From an optimization exercise on the open Yosys and OpenROAD flow, aimed at small area; shortcuts taken in it are not production practice. The RTL was checked by simulation tests, not by an equivalence proof against the original design. No activity file was given, so power comes from the tool's default toggle rates.

== the previous run ==
==> flow/design.v <==
`timescale 1ns / 1ps
module decryption_top #(
            parameter addr_witdth   = 8,
            parameter reg_width     = 16,
            parameter MST_DWIDTH    = 32,
            parameter SYS_DWIDTH    = 8
        )(
        input clk_sys,
        input rst_n,
        input [MST_DWIDTH -1 : 0]   data_i,
        input                       valid_i,
        output                      busy,
        output reg [SYS_DWIDTH - 1 : 0] data_o,
        output reg                      valid_o,
        input [addr_witdth - 1:0]   addr,
        input                       read,
        input                       write,
        input [reg_width - 1 : 0]   wdata,
        output reg [reg_width - 1 : 0] rdata,
        output reg                  done,
        output reg                  error
    );
    localparam [7:0] TOKEN = 8'hFA;
    reg [1:0]  sel;
    reg [15:0] ckey, skey, zkey;
    wire a0  = (addr == 8'd0);
    wire a16 = (addr == 8'd16);
    wire a18 = (addr == 8'd18);
    wire a20 = (addr == 8'd20);
    wire hit = a0 | a16 | a18 | a20;
    always @(posedge clk_sys) begin
        if (!rst_n) begin
            rdata <= 0; done <= 1; error <= 0;
            sel <= 0; ckey <= 0; skey <= 16'hFFFF; zkey <= 16'h0002;
        end else begin
            done  <= read | write;
            error <= ~hit;
            if (hit)
                rdata <= read ? (({16{a0}}  & {14'b0, sel}) |
                                 ({16{a16}} & ckey) |
                                 ({16{a18}} & skey) |
                                 ({16{a20}} & zkey)) : 16'd0;
            if (write & a0)  sel  <= wdata[1:0];
            if (write & a16) ckey <= wdata;
            if (write & a18) skey <= wdata;
            if (write & a20) zkey <= wdata;
        end
    end
    reg [1:0]  st;
    reg        nz;
    reg [31:0] sh;
    always @(posedge clk_sys) begin
        if (!rst_n) begin
            st <= 0; nz <= 0;
        end else begin
            if (st != 2'd0 || valid_i || nz) st <= st + 2'd1;
            if (st == 2'd3) nz <= valid_i & (|data_i);
        end
        sh[31:8] <= (st == 2'd3) ? data_i[31:8] : sh[23:0];
        sh[7:0]  <= data_i[7:0];
    end
    wire [7:0] db = sh[31:24];
    wire vc  = nz & (sel == 2'd0);
    wire scy = (sel == 2'd1);
    wire zig = (sel == 2'd2);
    wire vp  = nz & (scy | zig);           
    reg        bsy;
    reg [5:0]  ns, nzz;                    
    reg [5:0]  ci;                         
    reg [6:0]  cp;                         
    reg [7:0]  xd;                         
    reg        xv;
    reg        xa;                         
    wire [7:0] kn   = skey[15:8];
    wire [7:0] zk   = zkey[7:0];
    wire [5:0] nact = scy ? ns : nzz;
    wire wr  = vp & (db != TOKEN) & ~bsy;
    wire tok = vp & ~wr;
    wire [6:0] ci1 = {1'b0, ci} + 7'd1;
    wire cp_lt_n   = (cp < {1'b0, nact});
    wire clr_s = ({1'b0, ci1} >= {1'b0, kn}) & ~cp_lt_n;
    wire clr   = scy ? clr_s : (zig & bsy & ~cp_lt_n);
    wire act   = bsy & ~clr;
    wire [5:0] m   = cp[5:0];
    wire [5:0] q   = {2'd0, m[5:2]};
    wire [5:0] h2  = nzz[5:1] + {5'd0, nzz[0]};                 
    wire [5:0] a31 = {2'd0, nzz[5:2]} + {5'd0, |nzz[1:0]};       
    wire [5:0] a3s = {2'd0, nzz[5:2]} + {1'b0, nzz[5:2], 1'b0}
                   + {4'd0, nzz[1], ~nzz[1] & nzz[0]};        
    reg  [5:0] zb, zo;
    always @(*) begin
        zb = m; zo = 6'd0;
        if (zk == 8'd2) begin
            zb = {1'b0, m[5:1]};
            zo = m[0] ? h2 : 6'd0;
        end else if (zk == 8'd3) begin
            case (m[1:0])
                2'd0: begin zb = q;                  zo = 6'd0; end
                2'd1: begin zb = {q[4:0], 1'b0};     zo = a31;  end
                2'd2: begin zb = q;                  zo = a3s;  end
                default: begin zb = {q[4:0], 1'b1};  zo = a31;  end
            endcase
        end
    end
    wire [5:0] za = zb + zo;
    wire [6:0] sa  = cp_lt_n ? cp : ci1;
    wire [5:0] ra  = scy ? sa[5:0] : za;
    wire       rin = ~scy | cp_lt_n | (ci1 < {1'b0, ns});
    reg [7:0] mem [0:53];
    function [5:0] phys(input z, input [5:0] p);
        phys = (z && p < 6'd2) ? {4'b1101, p[1:0]} : p;
    endfunction
    wire [5:0] wa = phys(zig, nact);
    wire [5:0] pa = phys(zig, ra);
    wire [7:0] rlo = 8'd1 << xd[2:0];
    wire [7:0] rhi = {7'd0, xd[6]} << xd[5:3];
    reg  [7:0] rgrp [0:6];
    reg  [7:0] rd;
    integer k;
    always @(*) begin
        for (k = 0; k < 7; k = k + 1) rgrp[k] = 8'd0;
        for (k = 0; k < 54; k = k + 1)
            if (k < 49 || k > 51)
                rgrp[k / 8] = rgrp[k / 8] | (mem[k] & {8{rlo[k % 8]}});
        rd = 8'd0;
        for (k = 0; k < 7; k = k + 1) rd = rd | (rgrp[k] & {8{rhi[k]}});
    end
    always @(posedge clk_sys) begin
        if (wr) mem[wa] <= db;
    end
    always @(posedge clk_sys) begin
        if (!rst_n) begin
            bsy <= 0; ns <= 0; nzz <= 0; ci <= 0; cp <= 0;
            xd <= 0; xv <= 0; xa <= 0; data_o <= 0; valid_o <= 0;
        end else begin
            data_o  <= xa ? rd : xd;
            valid_o <= xv;
            xd <= act ? {1'b0, rin, pa} : (vc ? db - ckey[7:0] : 8'd0);
            xv <= act | vc;
            xa <= act;
            if (clr) begin
                bsy <= 0; ci <= 0; cp <= 0;
                if (scy) ns <= 0; else nzz <= 0;
            end else begin
                if (tok) bsy <= 1;
                if (wr) begin
                    if (scy) ns <= ns + 6'd1; else nzz <= nzz + 6'd1;
                end
                if (bsy) begin
                    if (scy) begin
                        cp <= sa + kn[6:0];
                        if (cp_lt_n) begin
                            if (tok) ci <= 0;
                        end else begin
                            ci <= ci1[5:0];
                        end
                    end else begin
                        cp <= cp + 7'd1;
                    end
                end else if (tok) begin
                    ci <= 0; cp <= 0;
                end
            end
        end
    end
    assign busy = bsy;
endmodule
==> flow/config.mk <==
export PLATFORM = sky130hd
export DESIGN_NAME = decryption_top
export DESIGN_NICKNAME = decryption_top
export VERILOG_FILES = /design/flow/design.v
export SDC_FILE = /design/flow/constraint.sdc
export NUM_CORES = 4
export LEC_CHECK = 0
export CAP_MARGIN = 20
export CORE_MARGIN = 2
export CORE_UTILIZATION = 55
export PLACE_DENSITY = 0.7
export SLEW_MARGIN = 20
==> flow/constraint.sdc <==
create_clock -name core_clock -period 7.5 [get_ports {clk_sys}]
set_input_delay 1.5000 -clock core_clock [delete_from_list [all_inputs] [get_ports {clk_sys}]]
set_output_delay 1.5000 -clock core_clock [all_outputs]
set_load 0.01 [all_outputs]
standard.sh (not shown) runs the stock make flow with config.mk's settings and CLKGATE_MAP_FILE= SYNTH_SCRIPT=/design/flow/synth_recipe.tcl, a recipe that flattens the netlist after the stock synthesis.
==> flow/flow/run.sh <==
#!/bin/bash
# Standard ORFS layout (the standard.sh) with these changes:
#  - synthesis maps the logic with an area-oriented ABC script (abc_area.script)
#    instead of ORFS's delay-oriented one, leaves adders and comparators to ABC
#    (no extract_fa, no Kogge-Stone carry lookahead); everything else in
#    the standard flow's synthesis script (registers, flattening, renaming) is unchanged
#  - clock tree synthesis without dummy loads, built from clkbuf_8 in clusters
#    of up to 16 sinks
#  - port buffers use the smallest buffer cell
set -euo pipefail
cd "$(dirname "$0")/.."
here=$(pwd)
{
  echo 'proc abc {args} {'
  echo '  set i [lsearch $args -script]'
  echo "  if {\$i >= 0} { lset args [expr {\$i + 1}] $here/flow/abc_area.script }"
  echo '  yosys abc {*}$args'
  echo '}'
  echo 'proc extract_fa {args} { puts "extract_fa skipped" }'
  cat synth_recipe.tcl
} > flow_synth.tcl
grep -q "$here/synth_recipe.tcl" standard.sh
sed "s#$here/synth_recipe.tcl#$here/flow_synth.tcl#" standard.sh > flow_standard.sh
export SYNTH_OPERATIONS_ARGS=" "
export CTS_ARGS="-sink_clustering_enable -repair_clock_nets -dont_use_dummy_load -buf_list {sky130_fd_sc_hd__clkbuf_8} -sink_clustering_size 16 -sink_clustering_max_diameter 60"
export BUFFER_PORTS_ARGS="-buffer_cell sky130_fd_sc_hd__buf_1"
bash flow_standard.sh > standard.log 2>&1
==> flow/flow/abc_area.script <==
strash
&get -n
&st
&syn2
&dch -f
&nf -R 1000 -p
&put
strash
dch -f
amap -F 3 -A 8
For the current run, these inputs were changed with respect to the previous run:
diff --git a/flow/design.v b/flow/design.v
--- a/flow/design.v
+++ b/flow/design.v
@@ -104,40 +104,36 @@
     end
     wire [5:0] za = zb + zo;
     wire [6:0] sa  = cp_lt_n ? cp : ci1;
     wire [5:0] ra  = scy ? sa[5:0] : za;
     wire       rin = ~scy | cp_lt_n | (ci1 < {1'b0, ns});
-    reg [7:0] mem [0:53];
-    function [5:0] phys(input z, input [5:0] p);
-        phys = (z && p < 6'd2) ? {4'b1101, p[1:0]} : p;
-    endfunction
-    wire [5:0] wa = phys(zig, nact);
-    wire [5:0] pa = phys(zig, ra);
+    reg [7:0] mems [0:48];
+    reg [7:0] memz [0:48];
     wire [7:0] rlo = 8'd1 << xd[2:0];
     wire [7:0] rhi = {7'd0, xd[6]} << xd[5:3];
     reg  [7:0] rgrp [0:6];
     reg  [7:0] rd;
     integer k;
     always @(*) begin
         for (k = 0; k < 7; k = k + 1) rgrp[k] = 8'd0;
-        for (k = 0; k < 54; k = k + 1)
-            if (k < 49 || k > 51)
-                rgrp[k / 8] = rgrp[k / 8] | (mem[k] & {8{rlo[k % 8]}});
+        for (k = 0; k < 49; k = k + 1)
+            rgrp[k / 8] = rgrp[k / 8] | ((scy ? mems[k] : memz[k]) & {8{rlo[k % 8]}});
         rd = 8'd0;
         for (k = 0; k < 7; k = k + 1) rd = rd | (rgrp[k] & {8{rhi[k]}});
     end
     always @(posedge clk_sys) begin
-        if (wr) mem[wa] <= db;
+        if (wr & scy) mems[ns] <= db;
+        if (wr & zig) memz[nzz] <= db;
     end
     always @(posedge clk_sys) begin
         if (!rst_n) begin
             bsy <= 0; ns <= 0; nzz <= 0; ci <= 0; cp <= 0;
             xd <= 0; xv <= 0; xa <= 0; data_o <= 0; valid_o <= 0;
         end else begin
             data_o  <= xa ? rd : xd;
             valid_o <= xv;
-            xd <= act ? {1'b0, rin, pa} : (vc ? db - ckey[7:0] : 8'd0);
+            xd <= act ? {1'b0, rin, ra} : (vc ? db - ckey[7:0] : 8'd0);
             xv <= act | vc;
             xa <= act;
             if (clr) begin
                 bsy <= 0; ci <= 0; cp <= 0;
                 if (scy) ns <= 0; else nzz <= 0;
--- outcome ---
Diff the previous run..the current run | post-synthesis share of cell area spent on xor and xnor gates | negligible. Re logic gate share of total power: the current run is 0.3 points down on the previous run. On hold slack, the current run and the previous run are basically level. | synthesized cell count | the current run vs the previous run | 964 higher |. Going from the previous run to the current run, number of logic stages on the critical path including buffering down 8; detailed route wirelength on metal3 moved up. Lower number of different library cells in the post-synthesis netlist goes to the current run over the previous run. From the previous run to the current run, count of hold buffers inserted by post-cts repair did not move at all. Sequential share of layout area: lower on the previous run. Largest net degree at the start of global routing in the current run is about 200% above the previous run. Compared with the previous run, the current run shows highest ir drop seen on vdd higher by 0.052 mV. Summary: with the previous run as the reference, die area in the current run moved up by more than half. Max first-pass iteration count of the detailed router across the current run and the previous run: the previous run.

[port drivers added, routing unchanged]
No port has a modelled driver above. Below, the same layouts with a new extraction and two added sets of constraints.
Step 1 sets driving cells, clkbuf_16 on the clock port and buf_2 on the other inputs (assumed; they add their load-dependent delay and slew).
Step 2, shift: input delay + t, output delay - t, t = (earliest + latest rising clock arrival at the registers) / 2. This alone moves slack from input paths to output paths.
Three values: no drivers, after step 1, after step 2; two values: the first two.
run	t (ns)	slack for setup (ns)	hold slack, ns	worst data-port slew with drivers (ns)
the previous run	0.665	1.726 / 1.726 / 1.726	0.457 / 0.457 / 0.457	0.05
the current run	0.738	1.555 / 1.555 / 1.555	0.457 / 0.457 / 0.457	0.05
After both steps every run listed still meets setup and hold.
